What follows belongs to an exercise in optimizing a design on an open flow for small area; a production flow would make more cautious choices.
Only simulation tests tie the RTL to the original design; equivalence was not proved.
Power is estimated from default activity; no workload was simulated.

==> design/flow/design.v <==
`timescale 1ns / 1ps
module top(input clk, rst_raw, up, left, right, down, 
           input [15:0]switches, output dp,a,b,c,d,e,f,g, output [3:0]anode,
           output load_done, output reg fsm_done);
    wire [7:0] A, B;     
    wire [3:0] init_ram_addr, fsm_ram_addr, ram_addr;    
    wire [1:0] rf_w_addr;
    wire rf_w_en;
    wire ram_w_en, init_ram_w_en, fsm_ram_w_en;    
    wire [1:0] reg_r_addr1, reg_r_addr2, reg_r_addr3, reg_r_addr4;
    wire [7:0] init_w_ram_data, fsm_w_ram_data, 
               w_ram_data, r_ram_data;   
    wire acc_en, acc_clear;
    wire done;
    wire [3:0] pp0, pp1;  
    wire [1:0] A1, A2, B1, B2;   
    wire [4:0] acc;  
    wire [4:0] C11, C12, C21, C22;   
    wire up_clean, left_clean, rst, right_clean, down_clean;    
    reg load_en;
    reg load_button;     
    reg start_button;    
    reg C11_button, C12_button, C21_button, C22_button;  
    reg display;     
    debouncer udb(.clk(clk), .raw(up), .clean(up_clean)); 
    debouncer ldb(.clk(clk), .raw(left), .clean(left_clean)); 
    debouncer cdb(.clk(clk), .raw(rst_raw), .clean(rst));  
    debouncer rdb(.clk(clk), .raw(right), .clean(right_clean)); 
    debouncer ddb(.clk(clk), .raw(down), .clean(down_clean)); 
    load_RAM init(.clk(clk), 
                  .rst(rst), 
                  .en(load_en), 
                  .button(load_button), 
                  .matrices(switches), 
                  .write_en(init_ram_w_en), 
                  .done(load_done), 
                  .ram_addr(init_ram_addr),
                  .w_ram_data(init_w_ram_data));   
    controller fsm(.clk(clk),
                   .rst(rst),
                   .start(start_button),
                   .acc(acc),
                   .ram_addr(fsm_ram_addr),
                   .rf_w_addr(rf_w_addr),
                   .ram_w_en(fsm_ram_w_en), 
                   .rf_w_en(rf_w_en), 
                   .w_ram_data(fsm_w_ram_data), 
                   .reg_r_addr1(reg_r_addr1), 
                   .reg_r_addr2(reg_r_addr2), 
                   .reg_r_addr3(reg_r_addr3), 
                   .reg_r_addr4(reg_r_addr4),
                   .acc_en(acc_en),
                   .acc_clear(acc_clear),
                   .done(done),
                   .C11(C11), 
                   .C12(C12), 
                   .C21(C21), 
                   .C22(C22));
    register_file rf(.clk(clk), 
                     .rst(rst), 
                     .write_en(rf_w_en), 
                     .w_addr(rf_w_addr), 
                     .r_addr1(reg_r_addr1), 
                     .r_addr2(reg_r_addr2), 
                     .r_addr3(reg_r_addr3), 
                     .r_addr4(reg_r_addr4), 
                     .w_data(r_ram_data[1:0]),  
                     .data1(A1), 
                     .data2(A2), 
                     .data3(B1), 
                     .data4(B2));               
    RAM8bit ram(.clk(clk), .rst(rst), .write_en(ram_w_en), .address(ram_addr), 
                .w_data(w_ram_data), .r_data(r_ram_data));       
    multiplier multi0(.A(A1), .B(B1), .product(pp0));
    multiplier multi1(.A(A2), .B(B2), .product(pp1));
    accumulator accum(.clk(clk), .rst(rst), .acc_en(acc_en), .clear(acc_clear), 
                      .pp0(pp0), .pp1(pp1), .acc(acc));
    display seg(.clk(clk), 
                .rst(rst),
                .display(display), 
                .C11(C11), 
                .C12(C12), 
                .C21(C21), 
                .C22(C22),
                .C11_button(C11_button), 
                .C12_button(C12_button),
                .C21_button(C21_button),
                .C22_button(C22_button),
                .dp(dp),.a(a),.b(b),.c(c),.d(d),.e(e),.f(f),.g(g), 
                .anode(anode));   
    assign ram_addr = load_en ? init_ram_addr : fsm_ram_addr;
    assign w_ram_data = load_en ? init_w_ram_data : fsm_w_ram_data;
    assign ram_w_en = load_en ? init_ram_w_en : fsm_ram_w_en;    
    always @(posedge clk) begin
        if(rst)
            fsm_done <= 0;
        else if(done)
            fsm_done <= done;
        else
            fsm_done <= fsm_done;
    end
    always @(posedge clk) begin
        if(rst) begin
            load_en <= 1;    
            load_button <= 0;    
            start_button <= 0;   
            C11_button <= 0;     
            C12_button <= 0;
            C21_button <= 0;
            C22_button <= 0;
            display <= 0;    
        end else if(load_en) begin
            if(load_done) begin  
                load_en <= 0;    
                load_button <= 0;    
            end else begin
                load_en <= 1;
                load_button <= left_clean;    
            end
        end else if(!fsm_done) begin
            load_en <= 0;   
            load_button <= 0;   
            start_button <= right_clean & load_done;   
        end else if(fsm_done) begin  
            load_en <= 0;
            load_button <= 0;
            start_button <= 0;   
            C11_button <= up_clean;  
            C12_button <= left_clean;
            C21_button <= right_clean;
            C22_button <= down_clean;
            display <= 1;    
        end
    end
endmodule
module debouncer(input raw, input clk, output reg clean);
    reg [9:0]counter;    
    always @(posedge clk) begin
        if(raw) begin
            if(!(&counter))  
                counter <= counter + 1;  
        end else begin
            if(counter != 0) 
                counter <= counter - 1;  
        end
        if(&counter)
            clean <= 1;
        else if(counter == 0)
            clean <= 0;
    end
endmodule
module load_RAM(input clk, rst, en, button, input [15:0]matrices,
                output reg write_en, done, output reg [3:0]ram_addr,
                output reg [7:0]w_ram_data);
    reg [2:0]count;  
    reg [1:0]current;
    always @(*) begin
        case(count)
            0: current = matrices[15:14];    
            1: current = matrices[13:12];
            2: current = matrices[11:10];
            3: current = matrices[9:8];
            4: current = matrices[7:6];
            5: current = matrices[5:4];
            6: current = matrices[3:2];
            7: current = matrices[1:0];  
        endcase
    end    
    always @(posedge clk) begin
        if(rst) begin
            count <= 0;
            write_en <= 0;
            done <= 0;
            ram_addr <= 0;
            w_ram_data <= 0;
        end else if(en && button) begin    
            write_en <= done ? 0 : 1;    
            if(!done) begin     
                ram_addr <= count;
                w_ram_data <= {6'b000000,current};   
                count <= count + 1;
                if(&count)
                    done <= 1;   
            end 
        end else if(done) begin   
            count <= 0;
            write_en <= 0;
            done <= 1;   
            ram_addr <= 0;
            w_ram_data <= 0;
        end 
    end
endmodule
module controller(input clk,
                  input rst,
                  input start,
                  input [4:0] acc,
                  output reg [3:0] ram_addr,
                  output reg [1:0] rf_w_addr,
                  output reg ram_w_en, rf_w_en, 
                  output reg [7:0] w_ram_data, 
                  output reg [1:0] reg_r_addr1, reg_r_addr2, reg_r_addr3, reg_r_addr4,
                  output reg acc_en,
                  output reg acc_clear,
                  output reg done,
                  output reg [4:0] C11, C12, C21, C22);
    parameter IDLE = 0; 
    parameter READ_A1 = 1;
    parameter LOAD_A1_READ_A2 = 2;
    parameter LOAD_A2_READ_B1 = 3;
    parameter LOAD_B1_READ_B2 = 4;
    parameter LOAD_B2 = 5;
    parameter MULTIPLY = 6;
    parameter ADD = 7;
    parameter WRITE = 8;
    parameter UPDATE = 9;
    parameter DONE = 10;
    reg [3:0] PS, NS;
    reg [2:0] iteration, next_it;     
    reg [2:0] A1_addr, A2_addr, B1_addr, B2_addr; 
    always @(posedge clk) begin
        if(rst) begin
            PS <= IDLE;
            iteration <= 0;
        end else begin
            PS <= NS;
            iteration <= next_it;
        end
    end
    always @(posedge clk) begin
        if(rst)
            {C11,C12,C21,C22} <= 0;
        else if(PS == WRITE) begin
            case(iteration)
                0: C11 <= acc;
                1: C12 <= acc;
                2: C21 <= acc;
                3: C22 <= acc;
            endcase
        end 
    end
    always @(*) begin
        case(PS)
            IDLE: NS = start ? READ_A1 : IDLE;    
            READ_A1: NS = LOAD_A1_READ_A2;
            LOAD_A1_READ_A2: NS = LOAD_A2_READ_B1;
            LOAD_A2_READ_B1: NS = LOAD_B1_READ_B2;
            LOAD_B1_READ_B2: NS = LOAD_B2;
            LOAD_B2: NS = MULTIPLY;
            MULTIPLY: NS = ADD;
            ADD: NS = WRITE;
            WRITE: NS = UPDATE;  
            UPDATE: NS = (iteration == 4) ? DONE : READ_A1;   
            DONE: NS = IDLE;     
            default: NS = IDLE; 
        endcase     
    end
    always @(*) begin
        case(iteration)
            0: {A1_addr,A2_addr,B1_addr,B2_addr} = {3'd0,3'd1,3'd4,3'd6};
            1: {A1_addr,A2_addr,B1_addr,B2_addr} = {3'd0,3'd1,3'd5,3'd7};
            2: {A1_addr,A2_addr,B1_addr,B2_addr} = {3'd2,3'd3,3'd4,3'd6};
            3: {A1_addr,A2_addr,B1_addr,B2_addr} = {3'd2,3'd3,3'd5,3'd7};
            default: {A1_addr,A2_addr,B1_addr,B2_addr} = {3'd2,3'd3,3'd5,3'd7};
        endcase
    end
    always @(*) begin
        case(iteration)
            0: next_it = (PS == WRITE) ? 1 : 0;
            1: next_it = (PS == WRITE) ? 2 : 1;
            2: next_it = (PS == WRITE) ? 3 : 2;
            3: next_it = (PS == WRITE) ? 4 : 3;
            default: next_it = iteration;    
        endcase
    end
    always @(*) begin
        ram_addr = 0;
        rf_w_addr = 0;
        ram_w_en = 0;
        rf_w_en = 0;
        w_ram_data = 0;
        reg_r_addr1 = 0;
        reg_r_addr2 = 1;
        reg_r_addr3 = 2;
        reg_r_addr4 = 3;
        acc_en = 0;
        acc_clear = 0;
        done = 0;
        case(PS)
            READ_A1: begin  
                rf_w_en = 1;
                ram_addr = A1_addr;
            end
            LOAD_A1_READ_A2: begin    
                rf_w_en = 1;
                rf_w_addr = 0;
                ram_addr = A2_addr;
            end
            LOAD_A2_READ_B1: begin
                rf_w_en = 1;
                rf_w_addr = 1;   
                ram_addr = B1_addr;
            end
            LOAD_B1_READ_B2: begin
                rf_w_en = 1;
                rf_w_addr = 2;
                ram_addr = B2_addr;
            end
            LOAD_B2: begin
                rf_w_en = 1;
                rf_w_addr = 3;
                ram_addr = B2_addr;
            end
            MULTIPLY: begin
                rf_w_addr = 3;
                ram_addr = B2_addr;
            end
            ADD: begin
                acc_en = 1;
                rf_w_addr = 3;
                ram_addr = B2_addr;
            end
            WRITE: begin
                rf_w_addr = 3;
                ram_w_en = 1;
                w_ram_data = {3'b000, acc};    
                ram_addr = {2'b10, iteration[1:0]};    
            end   
            UPDATE: begin
                rf_w_addr = 3;
                done = (iteration == 4) ? 1 : 0;     
                acc_clear = 1;   
            end
            DONE: begin
                rf_w_addr = 3;
                acc_clear = 1;
                done = 1;
            end
            default: ;
        endcase
    end
endmodule
module register_file(clk, rst, write_en, w_addr, r_addr1, r_addr2, r_addr3, 
                     r_addr4, w_data, data1, data2, data3, data4);
    parameter DATA_W = 2;     
    parameter ADDR_CNT = 4;     
    parameter ADDR_W = $clog2(ADDR_CNT);    
    input clk, rst, write_en;
    input [ADDR_W-1:0]r_addr1, r_addr2, r_addr3, r_addr4, w_addr;
    input [DATA_W-1:0]w_data;
    output reg [DATA_W-1:0]data1, data2, data3, data4;
    reg[DATA_W-1:0] mem[0:ADDR_CNT-1];  
    integer i;
    always @(posedge clk) begin
        if(rst) begin
            for(i=0; i<ADDR_CNT; i=i+1) begin
                mem[i] <= 0; 
            end
        end else begin
            if(write_en)
                mem[w_addr] <= w_data;
        end
    end
    always @(*) begin
        data1 = mem[r_addr1];
        data2 = mem[r_addr2];
        data3 = mem[r_addr3];
        data4 = mem[r_addr4];
    end
endmodule
module RAM8bit(clk, rst, write_en, address, w_data, r_data);
    parameter DATA_W = 8;    
    parameter ADDR_CNT = 12;    
    parameter ADDR_W = $clog2(ADDR_CNT);  
    input clk,rst,write_en;
    input [ADDR_W-1:0]address;
    input [DATA_W-1:0]w_data;
    output reg [DATA_W-1:0]r_data;
    reg[DATA_W-1:0] mem[0:ADDR_CNT-1];  
    integer i;
    always @(posedge clk) begin     
        if(rst) begin
            for(i=0; i<ADDR_CNT; i=i+1) 
                mem[i] <= 0;
        end else begin
            if(write_en)
                mem[address] <= w_data;
            else
                r_data <= mem[address];   
        end
    end
endmodule
module multiplier(input [1:0] A, B, output [3:0] product);
    assign product = A * B;
endmodule
module accumulator(input clk, rst, acc_en, clear, input [3:0] pp0, pp1, 
                   output reg [4:0] acc);
    always @(posedge clk) begin
        if(rst || clear)
            acc <= 0;    
        else if(acc_en)
            acc <= pp0 + pp1;  
        else
            acc <= acc;
    end
endmodule
module display(input clk, 
               input rst, 
               input display,
               input [4:0]C11, 
               input [4:0]C12, 
               input [4:0]C21, 
               input [4:0]C22, 
               input C11_button,
               input C12_button,
               input C21_button,
               input C22_button,
               output dp,a,b,c,d,e,f,g, 
               output [3:0]anode);
    wire [4:0] Cij;  
    wire [7:0] bcd_Cij;  
    wire conv_en;   
    wire conv_done;
    wire [3:0] value;   
    display_controller ctrl(.clk(clk),
                            .rst(rst),
                            .display(display),
                            .conv_done(conv_done),
                            .C11(C11),
                            .C12(C12),
                            .C21(C21),
                            .C22(C22),
                            .C11_button(C11_button),
                            .C12_button(C12_button),
                            .C21_button(C21_button),
                            .C22_button(C22_button),
                            .Cij(Cij),
                            .conv_en(conv_en));
    BCDconv converter(.clk(clk), .rst(rst), .en(conv_en), .bin_in({7'b0000000,Cij}), 
                      .bcd_out(bcd_Cij), .done(conv_done));
    anodeGen gen(.clk(clk), .rst(rst), .bcd_in({11'd0, bcd_Cij}), 
                 .anode(anode), .val(value));
    segConv seg(.num(value), .dp(dp),.a(a),.b(b),.c(c),.d(d),.e(e),.f(f),.g(g));
endmodule
module display_controller(input clk,
                          input rst,
                          input display,
                          input conv_done,
                          input [4:0]C11,
                          input [4:0]C12,
                          input [4:0]C21,
                          input [4:0]C22,
                          input C11_button,
                          input C12_button,
                          input C21_button,
                          input C22_button,
                          output reg [4:0]Cij,
                          output reg conv_en);
    parameter IDLE = 0;
    parameter READ = 1;
    parameter CONVERT = 2;
    parameter DISPLAY = 3;
    parameter DONE = 4;
    reg [2:0]PS, NS;
    always @(posedge clk) begin
        if(rst)
            PS <= IDLE;
        else
            PS <= NS;
    end
    always @(*) begin
        case(PS)
            IDLE: NS = display ? READ : IDLE;    
            READ: NS = CONVERT;
            CONVERT: NS = conv_done ? DISPLAY : CONVERT;  
            DISPLAY: NS = (|{C11_button,C12_button,C21_button,C22_button}) 
                           ? READ : DISPLAY;    
            default: NS = IDLE;
        endcase
    end
    always @(*) conv_en = (PS == CONVERT) ? 1 : 0;   
    always @(posedge clk) begin
        if(rst)
            Cij <= 0;
        else begin
            if(PS == READ) begin
                if(C11_button)
                    Cij <= C11;
                else if(C12_button)
                    Cij <= C12;
                else if(C21_button)
                    Cij <= C21;
                else if(C22_button)
                    Cij <= C22;
            end
        end
    end
endmodule
module BCDconv(input clk, en, rst, input [11:0]bin_in, 
               output reg [15:0]bcd_out, output reg done);
    parameter IDLE = 2'b00;
    parameter ADD = 2'b01;
    parameter SHIFT = 2'b10;
    parameter DONE = 2'b11;
    reg [27:0]shift_reg;    
    reg [3:0]shift_idx;     
    reg [1:0]state;        
    always @(posedge clk) begin
        if(rst) begin   
            done <= 0;
            bcd_out <= 0;
            shift_reg <= 0;
            shift_idx <= 0;
            state <= IDLE;
        end else begin
            case(state)
                IDLE: begin
                    done <= 0;
                    if(en) begin
                        shift_idx <= 0;
                        shift_reg <= {16'b0, bin_in};    
                        state <= SHIFT;
                    end
                end
                ADD: begin
                    if(shift_reg[27:24] > 4)
                        shift_reg[27:24] <= shift_reg[27:24] + 3;
                    if(shift_reg[23:20] > 4)
                        shift_reg[23:20] <= shift_reg[23:20] + 3;
                    if(shift_reg[19:16] > 4)
                        shift_reg[19:16] <= shift_reg[19:16] + 3;
                    if(shift_reg[15:12] > 4)
                        shift_reg[15:12] <= shift_reg[15:12] + 3;
                    state <= SHIFT;
                end
                SHIFT: begin  
                    shift_reg <= shift_reg << 1;   
                    shift_idx <= shift_idx + 1;    
                    if(shift_idx == 11)
                        state <= DONE;
                    else
                        state <= ADD;
                end
                DONE: begin
                    bcd_out <= shift_reg[27:12];     
                    done <= 1;
                    state <= IDLE;    
                end
            endcase
        end
    end
endmodule
module anodeGen(input clk, rst, input [15:0]bcd_in, 
                output reg [3:0]anode, output reg [3:0] val);
    reg [9:0] count; 
    always @(posedge clk) begin
        if(rst) begin
            anode <= 4'b1110; 
            val <= 0;
            count <= 0;
        end else begin
            count <= count + 1;
            if(count == 1023) begin    
                anode <= {anode[0],anode[3:1]};	 
                count <= 0;   
            end
            case(anode)
                4'b1110: val <= bcd_in[3:0];
                4'b1101: val <= bcd_in[7:4];
                4'b1011: val <= bcd_in[11:8];
                4'b0111: val <= bcd_in[15:12];
            endcase
        end
    end
endmodule
module segConv(input [3:0]num, output reg dp,a,b,c,d,e,f,g);
    always @(*) begin
        dp = 1'b1;    
        case(num)    
            4'b0000: {a,b,c,d,e,f,g} = 7'b0000001;
            4'b0001: {a,b,c,d,e,f,g} = 7'b1001111;
            4'b0010: {a,b,c,d,e,f,g} = 7'b0010010;
            4'b0011: {a,b,c,d,e,f,g} = 7'b0000110;
            4'b0100: {a,b,c,d,e,f,g} = 7'b1001100;
            4'b0101: {a,b,c,d,e,f,g} = 7'b0100100;
            4'b0110: {a,b,c,d,e,f,g} = 7'b0100000;
            4'b0111: {a,b,c,d,e,f,g} = 7'b0001111;
            4'b1000: {a,b,c,d,e,f,g} = 7'b0000000;
            4'b1001: {a,b,c,d,e,f,g} = 7'b0001100;
            default: {a,b,c,d,e,f,g} = 7'b1111111;
        endcase
    end
endmodule
==> design/flow/run.sh <==
#!/bin/bash
# synth_recipe.tcl (not shown) runs the flow's synth.tcl, then flattens the netlist and writes it again
# the make line also repeats each setting of config.mk as NAME=value (left out here)
make -C /OpenROAD-flow-scripts/flow DESIGN_CONFIG=/design/flow/config.mk WORK_HOME=/design/flow/orfs CLKGATE_MAP_FILE= SYNTH_SCRIPT=/design/flow/synth_recipe.tcl finish
==> design/flow/config.mk <==
export PLATFORM = sky130hd
export DESIGN_NAME = top
export DESIGN_NICKNAME = top
export VERILOG_FILES = /design/flow/design.v
export SDC_FILE = /design/flow/constraint.sdc
export NUM_CORES = 4
export LEC_CHECK = 0
export CAP_MARGIN = 20
export CORE_MARGIN = 2
export CORE_UTILIZATION = 40
export SLEW_MARGIN = 20
==> design/flow/constraint.sdc <==
create_clock -name core_clock -period 10.0 [get_ports {clk}]
set_input_delay 2.0000 -clock core_clock [delete_from_list [all_inputs] [get_ports {clk}]]
set_output_delay 2.0000 -clock core_clock [all_outputs]
set_load 0.01 [all_outputs]
==> flow_metrics.env <==
export IMPL_status="timing/DRC/antenna clean"
export IMPL_synth_cells=1142
export IMPL_netlist_top_cells_count="181 x nor2_1, 123 x dfxtp_1, 84 x edfxtp_1"
export IMPL_die_y_um=170
export IMPL_yosysMostFrequentCell="nor2_1"
export IMPL_finalHoldViolCount=0
export IMPL_fin_crit_sh_pct=42.0
export IMPL_slowest_delay_ns=0.57
export IMPL_num_antenna_cells=0
export IMPL_multi_input_area_mm2=0.00569
export IMPL_max_slew_worst_pin_slew_ns=1.07
export IMPL_synth_distinct_cells=66
export IMPL_antenna_found_initial=0
export IMPL_rr_worst_depth=6
export IMPL_crit_chain="clkdlybuf4s50_1, inv_1, ha_1, a21o_1, a21oi_1, o21bai_1, a2111oi_0, nor2_1, xor2_1"
export IMPL_clockBufferDepth=3
export IMPL_fmax_mhz=238
export IMPL_crit_family="compound AO/OA/AOI/OAI gates"
export IMPL_synth_nets=1243
export IMPL_rsz0062_at_grt="false"
export IMPL_grt_pass1_vias=7598
export IMPL_gr_usage_all_layers_pct=14.8
export IMPL_cts_tree="yes"
export IMPL_crit_fanout=9
export IMPL_antenna_left=0
export IMPL_relSlewSlack_pct=28.5
export IMPL_cts_resized=0
export IMPL_synth_top_area_share_pct=22.8
export IMPL_portBuffers=34
export IMPL_final_cell_count_no_fill=1523
export IMPL_end_kind="flop"
export IMPL_synth_largest_area_cell="edfxtp_1"
export IMPL_vias=7930
export IMPL_crit_required_ns=10.26
export IMPL_die_area_mm2=0.0290
export IMPL_synth_edf_count=84
export IMPL_start_util_pct=40.9
export IMPL_post_cts_setup_buffers=0
export IMPL_ys_warnings_count=13
export IMPL_coreArea_mm2=0.0270
export IMPL_cts_clk_slew_worst_paths_ns=0.06
export IMPL_worstSetupStartpointType="input pin"
export IMPL_fin_skew_ns=0.00720
export IMPL_cts_sinks=207
export IMPL_ys_seq_elements=207
export IMPL_postLayoutCoreUtil_pct=46.0
export IMPL_cp_arrival_ns=4.46
export IMPL_insertion_delay_ns=0.52
export IMPL_holdWs_ns=0.448
export IMPL_largest_reg_flops=24
export IMPL_regArea_mm2=0.00499
export IMPL_layout_drive_gt1_share_pct=4.74
export IMPL_areaGrowthSynthToFinish_pct=12.6
export IMPL_synth_ff_type="dfxtp_1"
export IMPL_detail_route_vias_per_cell=5.21
export IMPL_cts_buffers=24
export IMPL_powerDensity_mw_per_mm2=340
export IMPL_fillCellCount=2555
export IMPL_dieWidth_um=170
export IMPL_setup_tns_ns=0
export IMPL_synth_area_per_cell_um2=9.67
export IMPL_cts_root_buf="clkbuf_16"
export IMPL_min_path_type="flop to flop"
export IMPL_dp_cells=1479
export IMPL_drv_slew=0
export IMPL_firstDrtPassIters=5
export IMPL_path_depth=9
export IMPL_htree_levels=1
export IMPL_cpMaxStageDelayCell="a2111oi_0"
export IMPL_grt_max_degree=72
export IMPL_fin_nets=1265
export IMPL_dp_hpwl_um=14700
export IMPL_async_reset_ff_share_pct=0
export IMPL_post_drt_wl_per_cell_um=13.8
export IMPL_dr_first_iter_drc_count=437
export IMPL_setup_viol_count_final=0
export IMPL_drt_wl_total_um=21000
export IMPL_row_count=60
export IMPL_fin_crit_ns=4.20
export IMPL_drc=0
export IMPL_place_congestion=0.790
export IMPL_synthTopCellsByArea="edfxtp_1 23%, dfxtp_1 22%, ha_1 8.0%"
export IMPL_gr_total_overflow=0
export IMPL_holdBufCountCts=0
export IMPL_criticalPathCategory="input pin to flop"
export IMPL_vdd_drop_max_uv=152
export IMPL_power_leakage_nw=5.04
export IMPL_hold_path_depth=2
export IMPL_grt_pass1_wl_um=36300
export IMPL_yosysSeqAreaShare_pct=45.1
export IMPL_maxCapViolations=0
export IMPL_worst_path_buf_inv=2
export IMPL_syn_area_mm2=0.0110
export IMPL_ios=36
path summary, 6_finish.rpt:
path           start             end  slack (ns)
max reg2reg  load_en   ram.r_data[1]        6.99
min          display         display        0.45
max            right  rdb.counter[7]        5.80
min reg2reg  display         display        0.45
cell families after synthesis:
group	synth area share, %
and+or+nand+nor	17.3
AOI/OAI and AO/OA	14.2
DFF	45.1
buffers and inverters	3.38
adders and majority gates	9.49
muxes	6.09
xor gates and xnor gates	4.36
other	0.0339
per-layer routing:
metal / GRT usage, % / routed length, um
met5: 0 / 0
met4: 4.05 / 434
met3: 2.05 / 524
met2: 23.9 / 9570
met1: 20.8 / 10500
final cells by class:
type                            instances  share of cell area [%]
Multi-Input combinational cell        842                    45.7
Sequential cell                       207                    40.1
Clock buffer                           41                    6.17
Tap cell                              341                    3.43
Timing Repair Buffer                   36                    2.86
Inverter                               53                    1.60
Clock inverter                          3                   0.121
worst register-to-register path, delay by kind of cell, from the launching register on:
| family | cells | cell delay (ns) |
|---|---|---|
| mux | 1 | 0.39 |
| flops | 1 | 0.80 |
| compound gates | 4 | 1.25 |
| buf+inv | 1 | 0.31 |
power by group:
group	switching [mW]	internal (mW)	total, mW
logic	0.952	0.785	1.74
registers	0.320	1.31	1.63
clock network	0.337	0.520	0.857
total	1.61	2.62	4.23
placed cells by master, fill, tap and decap left out, drive strengths merged, types with 12 or more instances in the layout:
master,n
a21o,20
inv,53
edfxtp,84
nand2b,21
xnor2,28
a21oi,78
nor2b,14
ha,71
and3,13
a22oi,16
clkdlybuf4s50,34
nor3,21
nor2,182
o211ai,13
nand2,57
o21ai,40
xor2,27
o21bai,16
mux2i,56
nand4,12
dfxtp,123
nand3,35
nor4,16
clkbuf,41
per-stage QoR:
stage	worst slack, ns	instance area [um^2]	power, mW
3_5_place_dp	5.26	11700	3.39
2_1_floorplan	6.07	11000	2.97
4_1_cts	5.79	12400	4.27
6_report	5.80	12400	4.23
5_1_grt	5.56	12400	4.60
3_3_place_gp	5.35	11700	3.35

-- what the ideal ports hide --
No port has a modelled driver above. Below, the same layout with a new extraction and two added sets of constraints. Step 1, drivers: a clkbuf_16 drives clk and a buf_2 each remaining input, both assumed. Step 2 moves the port delays by t, midway between the first and last clock arrival at a register: inputs arrive t later, outputs are due t later. That takes back most of the time a late clock gives input paths. Three values: ideal ports, drivers, drivers and shift; two values: the first two.
shift t [ns]: 0.557
setup slack, ns: 5.800 / 5.823 / 5.265
worst setup path at the end: input to register
cell pins on the clock port's net: 1
After both steps this run still meets setup and hold. For this run, drivers alone change the setup slack by +0.023 ns; drivers and shift together by -0.535 ns.
